Source: an optimization exercise on an open RTL-to-GDS flow (aim: small area). Production flows keep margins and buffers that such runs may drop.
In this exercise RTL edits were held to simulation tests only and were not proved equivalent to the original.
Power and IR drop assume default switching activity.

<file path="flow/design.v">
module ttl_74162(CLK, CE, ENP, ENT, CLRN, QA, QB, QC, QD);
input CLK, CE, ENP, ENT, CLRN;
output QA, QB, QC, QD;
reg [3:0] q;
assign {QD, QC, QB, QA} = q;
always @(posedge CLK)
	if (CE)
	begin
		if (!CLRN)
			q <= 4'd0;
		else if (ENP && ENT)
			q <= (q == 4'd9) ? 4'd0 : q + 4'd1;
	end
endmodule
module ttl_74138(A, B, C, G1, G2AN, G2BN, Y0N, Y1N, Y2N, Y3N, Y4N, Y5N, Y6N, Y7N);
input A, B, C, G1, G2AN, G2BN;
output Y0N, Y1N, Y2N, Y3N, Y4N, Y5N, Y6N, Y7N;
wire en = G1 & ~G2AN & ~G2BN;
wire [2:0] s = {C, B, A};
assign Y0N = ~(en && s == 3'd0);
assign Y1N = ~(en && s == 3'd1);
assign Y2N = ~(en && s == 3'd2);
assign Y3N = ~(en && s == 3'd3);
assign Y4N = ~(en && s == 3'd4);
assign Y5N = ~(en && s == 3'd5);
assign Y6N = ~(en && s == 3'd6);
assign Y7N = ~(en && s == 3'd7);
endmodule
module f_divider(clk_50MHz, rst, clk_1kHz, tick_1kHz);
input clk_50MHz, rst;
output reg clk_1kHz;
output tick_1kHz;
reg [31:0] count_1k;
assign tick_1kHz = rst && !(count_1k<=50000/2-1) && !clk_1kHz;
always@(posedge clk_50MHz)
begin
	if(!rst)
		begin
			count_1k<=0;
			clk_1kHz<=0;
		end
	else
		begin
			if(count_1k<=50000/2-1)
				count_1k<=count_1k+1;
			else
				begin
					count_1k<=0;
					clk_1kHz<=~clk_1kHz;
				end
		end
end
endmodule
module keyboard(clk, rst, ce, SWC, SWR0, SWR1, SWR2, SWR3, key);
	input clk, rst, ce;
	input [3:0] SWC;
	output reg SWR0, SWR1, SWR2, SWR3;
	output reg [3:0] key;
	reg [1:0] state;
	always@(state)
		case(state)
			0:{SWR0, SWR1, SWR2, SWR3}=4'b0111;
			1:{SWR0, SWR1, SWR2, SWR3}=4'b1011;
			2:{SWR0, SWR1, SWR2, SWR3}=4'b1101;
			3:{SWR0, SWR1, SWR2, SWR3}=4'b1110;
		endcase
	always@(posedge clk)
	if (!rst)
	begin
		state<=0;
		key<=0;
	end
	else if (ce)
	begin
		case(state)
			0:state<=1;
			1:state<=2;
			2:state<=3;
			3:state<=0;
		endcase
		case({SWR0, SWR1, SWR2, SWR3, SWC})
				8'b01110111:key<=4'b0000;
				8'b01111011:key<=4'b0001;
				8'b01111101:key<=4'b0010;
				8'b01111110:key<=4'b0011;
				8'b10110111:key<=4'b0100;
				8'b10111011:key<=4'b0101;
				8'b10111101:key<=4'b0110;
				8'b10111110:key<=4'b0111;
				8'b11010111:key<=4'b1000;
				8'b11011011:key<=4'b1001;
				8'b11011101:key<=4'b1010;
				8'b11011110:key<=4'b1011;
				8'b11100111:key<=4'b1100;
				8'b11101011:key<=4'b1101;
				8'b11101101:key<=4'b1110;
				8'b11101110:key<=4'b1111;
				default:key<=key;
		endcase
	end
endmodule
module detector(clk, ce, x, z, rise, reset);
	input clk, ce, reset;
	input [3:0] x;
	output reg z;
	output rise;
	reg[3:0] cur_state, next_state;
	reg sx;
	assign rise = ce && !z && (cur_state != 8);
	always@(posedge clk)
		begin
			if(!reset)
				begin
					cur_state <= 8;
					z <= 0;
					sx <= 0;
				end
			else if (ce)
				begin
					cur_state <= next_state;
					if (cur_state == 8) z <= 0;
					else z <= 1;
					sx <= (~x[0] | ~x[1] | ~x[2] | ~x[3]);
				end
		end
	always@(cur_state or sx)
		begin
			case(cur_state)
				0: if(!sx) next_state=1; else next_state=0;
				1: if(!sx) next_state=2; else next_state=0;
				2: if(!sx) next_state=3; else next_state=0;
				3: if(!sx) next_state=4; else next_state=0;
				4: if(!sx) next_state=5; else next_state=0;
				5: if(!sx) next_state=6; else next_state=0;
				6: if(!sx) next_state=7; else next_state=0;
				7: if(!sx) next_state=8; else next_state=0;
				8: if(!sx) next_state=8; else next_state=0;
				default: next_state=0;
			endcase
		end
endmodule
module buffer32(clk, rst, k, input4, output32, passed, notpassed, opened);
	input clk, rst;
	input [3:0] input4;
	input k;
	output reg [31:0] output32;
	reg [31:0] password;
	output reg notpassed, passed, opened;
	reg pressClear;
	always@(posedge clk)
	if (!rst)
	begin
		output32 = 32'hFFFFFFFF;
		password = 32'h15071025;
		pressClear = 1'b0;
		passed = 0;
		notpassed = 0;
		opened = 0;
	end
	else if (k)
	begin
		if (input4=='hb && passed) 
			begin
				opened = 1;
				output32 = 'hCC0bedCC; 
				pressClear = 1;
			end
		else if (input4=='hc || pressClear)	
			begin
				output32=32'hFFFFFFFF; 
				pressClear = 0;
				passed = 0;
				notpassed = 0;
				opened = 0;
			end
		else if (input4=='hd)
			begin
				output32=output32>>4;
				output32=output32 + 32'hF0000000; 
			end
		else if (input4=='hf)
			begin
				pressClear = 1;
				if(output32 == password)
					begin
						passed = 1;
						notpassed = 0;
						opened = 0;
					end
				else
					begin
						passed = 0;
						opened = 0;
						notpassed = 1;
					end
				if (passed) output32 = 'hccba55cc;  
				if (notpassed) output32 = 'hccceeccc;  
			end
		else if (input4=='he) 
			begin
				if (output32[3:0]<'ha && output32[7:4]<'ha && output32[11:8]<'ha
					&& output32[15:12]<'ha && output32[19:16]<'ha && output32[23:20]<'ha
					&& output32[27:24]<'ha && output32[31:28]<'ha)
					begin
						password = output32;
						notpassed = 0;
						passed=1;
						pressClear = 1;  
					end
				else
					begin
						notpassed = 1;
						pressClear = 1;
						passed = 0;
					end
				if (pressClear)
					begin
						if(notpassed) 	output32 = 'hc5eccd0c;  
						if(passed) output32 = 'hcc5ecbcc; 
					end
			end
		else if (input4>='h0 && input4<='h9)
			begin
				output32=output32<<4;
				output32=output32 + input4;
			end
	end
endmodule
module multiplexer(input32, sel, output4);
	input [31:0] input32;
	input [2:0] sel;
	output reg [3:0] output4;
	always@(*)
		output4 = input32 >> ((7-sel)*4);
endmodule
module scanner(rst, clock, ce, ds, sel);
input wire	rst;
input wire	clock;
input wire	ce;
output wire	[7:0] ds;
output wire	[2:0] sel;
wire rst_t, rst_o, rst_c;
wire qd;
assign	rst_c = sel[0] & sel[1] & sel[2];
assign	rst_o = ~rst;
assign	rst_t = ~(rst_c | rst_o);
ttl_74162 u_counter (
	.CLK(clock),
	.CE(ce | rst_o),
	.ENP(1'b1),
	.ENT(1'b1),
	.CLRN(rst_t),
	.QA(sel[0]),
	.QB(sel[1]),
	.QC(sel[2]),
	.QD(qd)
);
ttl_74138 u_decoder	(
	.A(sel[0]),
	.B(sel[1]),
	.C(sel[2]),
	.G1(1'b1),
	.G2AN(1'b0),
	.G2BN(1'b0),
	.Y0N(ds[7]),
	.Y1N(ds[6]),
	.Y2N(ds[5]),
	.Y3N(ds[4]),
	.Y4N(ds[3]),
	.Y5N(ds[2]),
	.Y6N(ds[1]),
	.Y7N(ds[0])
);
endmodule
module led(data, a, b, c, d, e, f, g);
input [3:0] data;
output a,b,c,d,e,f,g;
reg  a,b,c,d,e,f,g;
always @(data)
begin
case(data)
	4'b0000:{a,b,c,d,e,f,g}=7'b1111110;
	4'b0001:{a,b,c,d,e,f,g}=7'b0110000;
	4'b0010:{a,b,c,d,e,f,g}=7'b1101101;
	4'b0011:{a,b,c,d,e,f,g}=7'b1111001;
	4'b0100:{a,b,c,d,e,f,g}=7'b0110011;
	4'b0101:{a,b,c,d,e,f,g}=7'b1011011;
	4'b0110:{a,b,c,d,e,f,g}=7'b1011111;
	4'b0111:{a,b,c,d,e,f,g}=7'b1110000;
	4'b1000:{a,b,c,d,e,f,g}=7'b1111111;
	4'b1001:{a,b,c,d,e,f,g}=7'b1111011;
	4'b1010:{a,b,c,d,e,f,g}=7'b1110111; 
	4'b1011:{a,b,c,d,e,f,g}=7'b1100111; 
	4'b1100:{a,b,c,d,e,f,g}=7'b0000001; 
	4'b1101:{a,b,c,d,e,f,g}=7'b0010101; 
	4'b1110:{a,b,c,d,e,f,g}=7'b1001111; 
	4'b1111:{a,b,c,d,e,f,g}=7'b0000000; 
	default:{a,b,c,d,e,f,g}=7'b0000001;
endcase
end
endmodule
module top(
	clk_50MHz,
	rst,
	SWC,
	SWR0,
	SWR1,
	SWR2,
	SWR3,
	a,
	b,
	c,
	d,
	e,
	f,
	g,
	ds,
	vpassed,
	vnotpassed,
	vopened
);
input clk_50MHz, rst;
input [3:0] SWC;
output SWR0, SWR1, SWR2, SWR3;
output a, b, c, d, e, f, g;
output [7:0] ds;
output vpassed, vnotpassed, vopened;
wire passed, notpassed, opened;
wire key_pulse, key_rise, clk_1k, tick_1k;
wire [3:0] key_data;
wire [31:0] led_data;
wire [2:0] led_sel;
wire [3:0] led_display;
assign vpassed=~passed;
assign vnotpassed=~notpassed;
assign vopened=~opened;
f_divider u_f_divider (
	.clk_50MHz(clk_50MHz),
	.rst(rst),
	.clk_1kHz(clk_1k),
	.tick_1kHz(tick_1k)
);
keyboard u_keyboard	(
	.clk(clk_50MHz),
	.rst(rst),
	.ce(tick_1k),
	.SWC(SWC),
	.SWR0(SWR0),
	.SWR1(SWR1),
	.SWR2(SWR2),
	.SWR3(SWR3),
	.key(key_data)
);
detector u_detector	(
	.clk(clk_50MHz),
	.ce(tick_1k),
	.reset(rst),
	.x(SWC),
	.z(key_pulse),
	.rise(key_rise)
);
buffer32 u_buffer32	(
	.clk(clk_50MHz),
	.rst(rst),
	.k(key_rise),
	.input4(key_data),
	.output32(led_data),
	.passed(passed),
	.notpassed(notpassed),
	.opened(opened)
);
multiplexer u_multiplexer	(
	.input32(led_data),
	.sel(led_sel),
	.output4(led_display)
);
scanner u_scanner (
	.rst(rst),
	.clock(clk_50MHz),
	.ce(tick_1k),
	.ds(ds),
	.sel(led_sel)
);
led u_led (
	.data(led_display),
	.a(a),
	.b(b),
	.c(c),
	.d(d),
	.e(e),
	.f(f),
	.g(g)
);
endmodule
</file>
<file path="flow/run.sh">
#!/bin/bash
# synth_recipe.tcl (not shown) runs the flow's synth.tcl, then flattens the netlist and writes it again
# the make line also repeats each setting of config.mk as NAME=value (left out here)
make -C /OpenROAD-flow-scripts/flow DESIGN_CONFIG=/design/flow/config.mk WORK_HOME=/design/flow/orfs CLKGATE_MAP_FILE= SYNTH_SCRIPT=/design/flow/synth_recipe.tcl finish
</file>
<file path="flow/config.mk">
export PLATFORM = sky130hd
export DESIGN_NAME = top
export DESIGN_NICKNAME = top
export VERILOG_FILES = /design/flow/design.v
export SDC_FILE = /design/flow/constraint.sdc
export NUM_CORES = 4
export LEC_CHECK = 0
export CAP_MARGIN = 20
export CORE_MARGIN = 2
export CORE_UTILIZATION = 40
export SLEW_MARGIN = 20
</file>
<file path="flow/constraint.sdc">
create_clock -name core_clock -period 20.0 [get_ports {clk_50MHz}]
set_input_delay 4.0000 -clock core_clock [delete_from_list [all_inputs] [get_ports {clk_50MHz}]]
set_output_delay 4.0000 -clock core_clock [all_outputs]
set_load 0.01 [all_outputs]
</file>
==> impl_metrics.toml <==
[timing]
final-setup-viol-count = 0
skew_ns = 0.0115
rsz_0062_raised_after_global_routing = "no"
slew_headroom_pct = 29.9
finalMaxSlewViolations = 0
timing.fmax_mhz = 133
timing_worst_slew_pin_value_ns = 1.05
hold-worst-slack_ns = 0.460
period_needed_ns = 7.54
finalSetupTns_ns = 0
min_period_over_period_pct = 37.7
timing.final.hold_violations = 0

[routing]
finalWirelength_microns = 15800
dr.first_iter.drc_count = 428
avgViaCountPerCell = 5.70
iteration_count_of_the_initial_detailed_routing_pass = 5
detail_route.wl_per_cell_microns = 17.4
via_count = 5143
drc = 0
detail-route-antenna-nets = 0

[logic_synthesis]
synth.most_common_cell = "sky130_fd_sc_hd__dfxtp_1"
syn-instance-count = 689
post_synth.cell_area_avg_sq_um = 8.93
synth_seq_cells = 117
synth_top_area_share_pct = 36.8
postSynth.topFlopCell = "sky130_fd_sc_hd__dfxtp_1"
synth_enable_flop_cells = 4
synth.distinct_cells = 65
asyncSetResetFlopFracSynth_pct = 0
yosysWarningCount = 7
post_synth_main_area_contributors = "sky130_fd_sc_hd__dfxtp_1 (37%), sky130_fd_sc_hd__mux2i_1 (6.7%), sky130_fd_sc_hd__xor2_1 (6.0%)"
area_of_the_mapped_netlist_sq_mm = 0.00615
yosys-top-cells-count = "sky130_fd_sc_hd__dfxtp_1 (113), sky130_fd_sc_hd__nor2_1 (77), sky130_fd_sc_hd__nand2_1 (53), sky130_fd_sc_hd__a21oi_1 (42), sky130_fd_sc_hd__xor2_1 (42)"
yosysTopAreaCell = "sky130_fd_sc_hd__dfxtp_1"
synth_sequential_area_ratio_pct = 38.7

[die]
num_rows = 45
fp.coreArea_sq_mm = 0.0151
floorplan.initialDensity_pct = 40.8
floorplan.io_pins = 28
die-width_microns = 128
design.die.area_sq_mm = 0.0164
die_height_microns = 128

[min_path]
hold_path_startpoint = "u_f_divider.count_1k[0]"
min-delay-path-class = "reg -> reg"
timing.hold.worst_endpoint = "u_f_divider.count_1k[0]"
holdPathStages = 1

[pwr]
sw_frac_of_total_pct = 26.5
powerDensity_mw_per_mm2 = 91.8
power.share.clock_pct = 49.0
switchingPower_w = 0.000172
seqPwrFrac_pct = 40.0
p_int_w = 0.000477
leakage_nw = 2.86
share_comb_of_total_power_pct = 11.0
irDropWorstVdd_mv = 0.0614

[cts]
tritoncts = "built"
clkSlewWorstSetupHoldPaths_ns = 0.06
cts.repair_timing.setup_buffer_count = 0
clkLatencyLatePin_ns = 0.42
cts_buffers = 17
cts_hold_buffers = 0
cts_root_buf = "sky130_fd_sc_hd__clkbuf_16"
cts_num_sinks = 117
cts-root-to-sink-buffers = 2
post_cts.resized_instances = 0
htree_levels = 4

[global_route]
grt_start_max_net_pins = 50
first_global_vias = 4921
antenna_found_initial = 0
globalRouteOverflowTotal = 0
globalRouteTotalUtil_pct = 19.8
wire_length_of_the_first_global_routing_pass_microns = 25200

[placed_design]
hpwlAfterDp_microns = 10500
placement.io_buffers = 27
gp_congestion = 0.966

[setup_path]
worst_r2r_endpoint = "u_buffer32.output32[11]"
r2r.worst_path.cells = 6
timing.critical_path.cells = "mux4_2, mux2i_1, nor2_1, a21oi_1, nor2_1, a21oi_1, clkdlybuf4s50_1"
cp.required_ns = 16.00
timing.critical_path.buf_inv = 1
worstSetupPathType = "reg -> out"
critical_path.reg2reg.startpoint = "u_f_divider.count_1k[19]"
critical_path.top_delay_family = "multiplexers"
worst_setup_path_start_kind = "register"
critical_path.startpoint = "u_scanner.u_counter.q[0]"
worst_ep_arrival_time_ns = 3.54
r2r_setup_slack_ns = 16.84
cp_peak_stage_delay_ns = 0.71
end_kind = "output port"
critical-path-slowest-cell = "sky130_fd_sc_hd__edfxtp_1"
worstPathMaxFanout = 13

[cells_and_area]
antenna-diode-count = 0
layout-area-overhead-vs-synth_pct = 15.1
final_nets = 728
post_route_cells_drive_above_1_share_pct = 7.69
seq_area_sq_mm = 0.00238
multi_input_comb_area_sq_mm = 0.00343
fillCellCount = 1427

[run_status]
run_status = "no timing/DRC/antenna violations"

[flow_run]
cap_viol_max_count = 0
## metrics by stage
step                cell area, sq um  setup WS, ns  std cells  utilization (%)  total power, W
global placement                6460         13.06        871             42.8        0.000333
CTS                             7080         12.45        903             46.9        0.000654
floorplan                       6210         13.70        705                -        0.000310
detailed placement              6460         12.90        871             42.8        0.000336
finish                          7080         12.46        903             46.9        0.000650
global route                    7080         12.21        903             46.9        0.000673
## worst reg2reg max path: stages, from the launching register on
cell	delay [ns]
sky130_fd_sc_hd__dfxtp_1	0.30
sky130_fd_sc_hd__nor4_1	0.36
sky130_fd_sc_hd__nand4_1	0.14
sky130_fd_sc_hd__or4_1	0.62
sky130_fd_sc_hd__o21ai_4	0.90
sky130_fd_sc_hd__nand2_1	0.42
sky130_fd_sc_hd__o22a_1	0.31
## area by class of cell
class	count	share of cell area [%]
Multi-Input combinational cell	508	48.5
Timing Repair Buffer	33	4.46
Sequential cell	117	33.7
Inverter	25	1.33
Clock buffer	17	6.01
Clock inverter	15	2.69
Tap cell	188	3.32
## flip-flops by register name (all words and copies together), names as in the netlist, 2 cells and up
| register | cells |
|---|---|
| u_keyboard.key | 4 |
| u_detector.cur_state | 4 |
| u_buffer32.password | 32 |
| u_keyboard.state | 2 |
| u_f_divider.count_1k | 32 |
| u_scanner.u_counter.q | 4 |
| u_buffer32.output32 | 32 |
## routing by layer
layer / vias up / wire length (microns) / global-route usage, %
met5: - / 0 / 0
met4: 0 / 504 / 8.99
met3: 43 / 1050 / 5.13
met2: 190 / 7380 / 31.7
met1: 2429 / 6820 / 25.0
li1: 2481 / - / -
## how the worst max path moves through the flow
stage,slack (ns),cells after the start,endpoint
after global placement,13.06,7,a
final,12.46,7,a
after global routing,12.21,7,e
after detailed placement,12.90,7,a
after CTS,12.45,7,a
after floorplan,13.70,7,e
## power by group through the flow
stage	Sequential (W)	Combinational [W]	Clock, W
4_1_cts	0.000259	0.0000713	0.000323
6_report	0.000260	0.0000713	0.000319
2_1_floorplan	0.000255	0.0000549	0
5_1_grt	0.000261	0.0000790	0.000333
3_3_place_gp	0.000264	0.0000691	0
3_5_place_dp	0.000265	0.0000710	0
## placed cells by master, fill, tap and decap left out, types with 9 or more instances in the layout
cell and count:
sky130_fd_sc_hd__ha_1 20, sky130_fd_sc_hd__dfxtp_1 113, sky130_fd_sc_hd__xor2_1 42, sky130_fd_sc_hd__o21ai_0 34, sky130_fd_sc_hd__inv_1 23, sky130_fd_sc_hd__a31oi_1 9
sky130_fd_sc_hd__nor2_1 77, sky130_fd_sc_hd__clkbuf_16 17, sky130_fd_sc_hd__nand4_1 10, sky130_fd_sc_hd__clkdlybuf4s50_1 27, sky130_fd_sc_hd__nand3_1 15, sky130_fd_sc_hd__nor3_1 12
sky130_fd_sc_hd__nand2_1 53, sky130_fd_sc_hd__a21oi_1 42, sky130_fd_sc_hd__mux2i_1 41, sky130_fd_sc_hd__nor4_1 12, sky130_fd_sc_hd__conb_1 17, sky130_fd_sc_hd__a211oi_1 9
## logic make-up (layout without fill, tap and decap cells)
logic type,count (synthesis),in the layout,synth area share [%]
AO/OA/AOI/OAI,164,164,18.1
flip-flops,117,117,38.7
other,1,17,0.0610
AND/OR/NAND/NOR,210,210,16.1
buffers and inverters,80,90,6.41
XOR/XNOR,48,48,6.84
adder cells (fa/ha/maj),20,20,4.07
multiplexers,49,49,9.60

[re-timing with driven ports]
The flow's constraints put no driver on any port. The routed layout listed below was extracted and timed again, unchanged, in two steps. Step 1, drivers: a clkbuf_16 drives clk_50MHz and a buf_2 each remaining input, both assumed. Step 2, shift: input delay + t, output delay - t, t = (earliest + latest rising clock arrival at the registers) / 2. This alone moves slack from input paths to output paths. Slacks: no drivers / after step 1 / after step 2; pairs: no drivers / after step 1.
shift t [ns]: 0.458
setup WS [ns]: 12.456 / 12.417 / 12.874
clock arrival spread, ns: 0.012 / 0.011
worst slew at a driven data input, ns: 0.03
cell pins on the clock port's net: 1
After both steps setup and hold are still met in this run. The setup slack of this run moves by -0.039 ns with the drivers and by +0.418 ns with both steps.
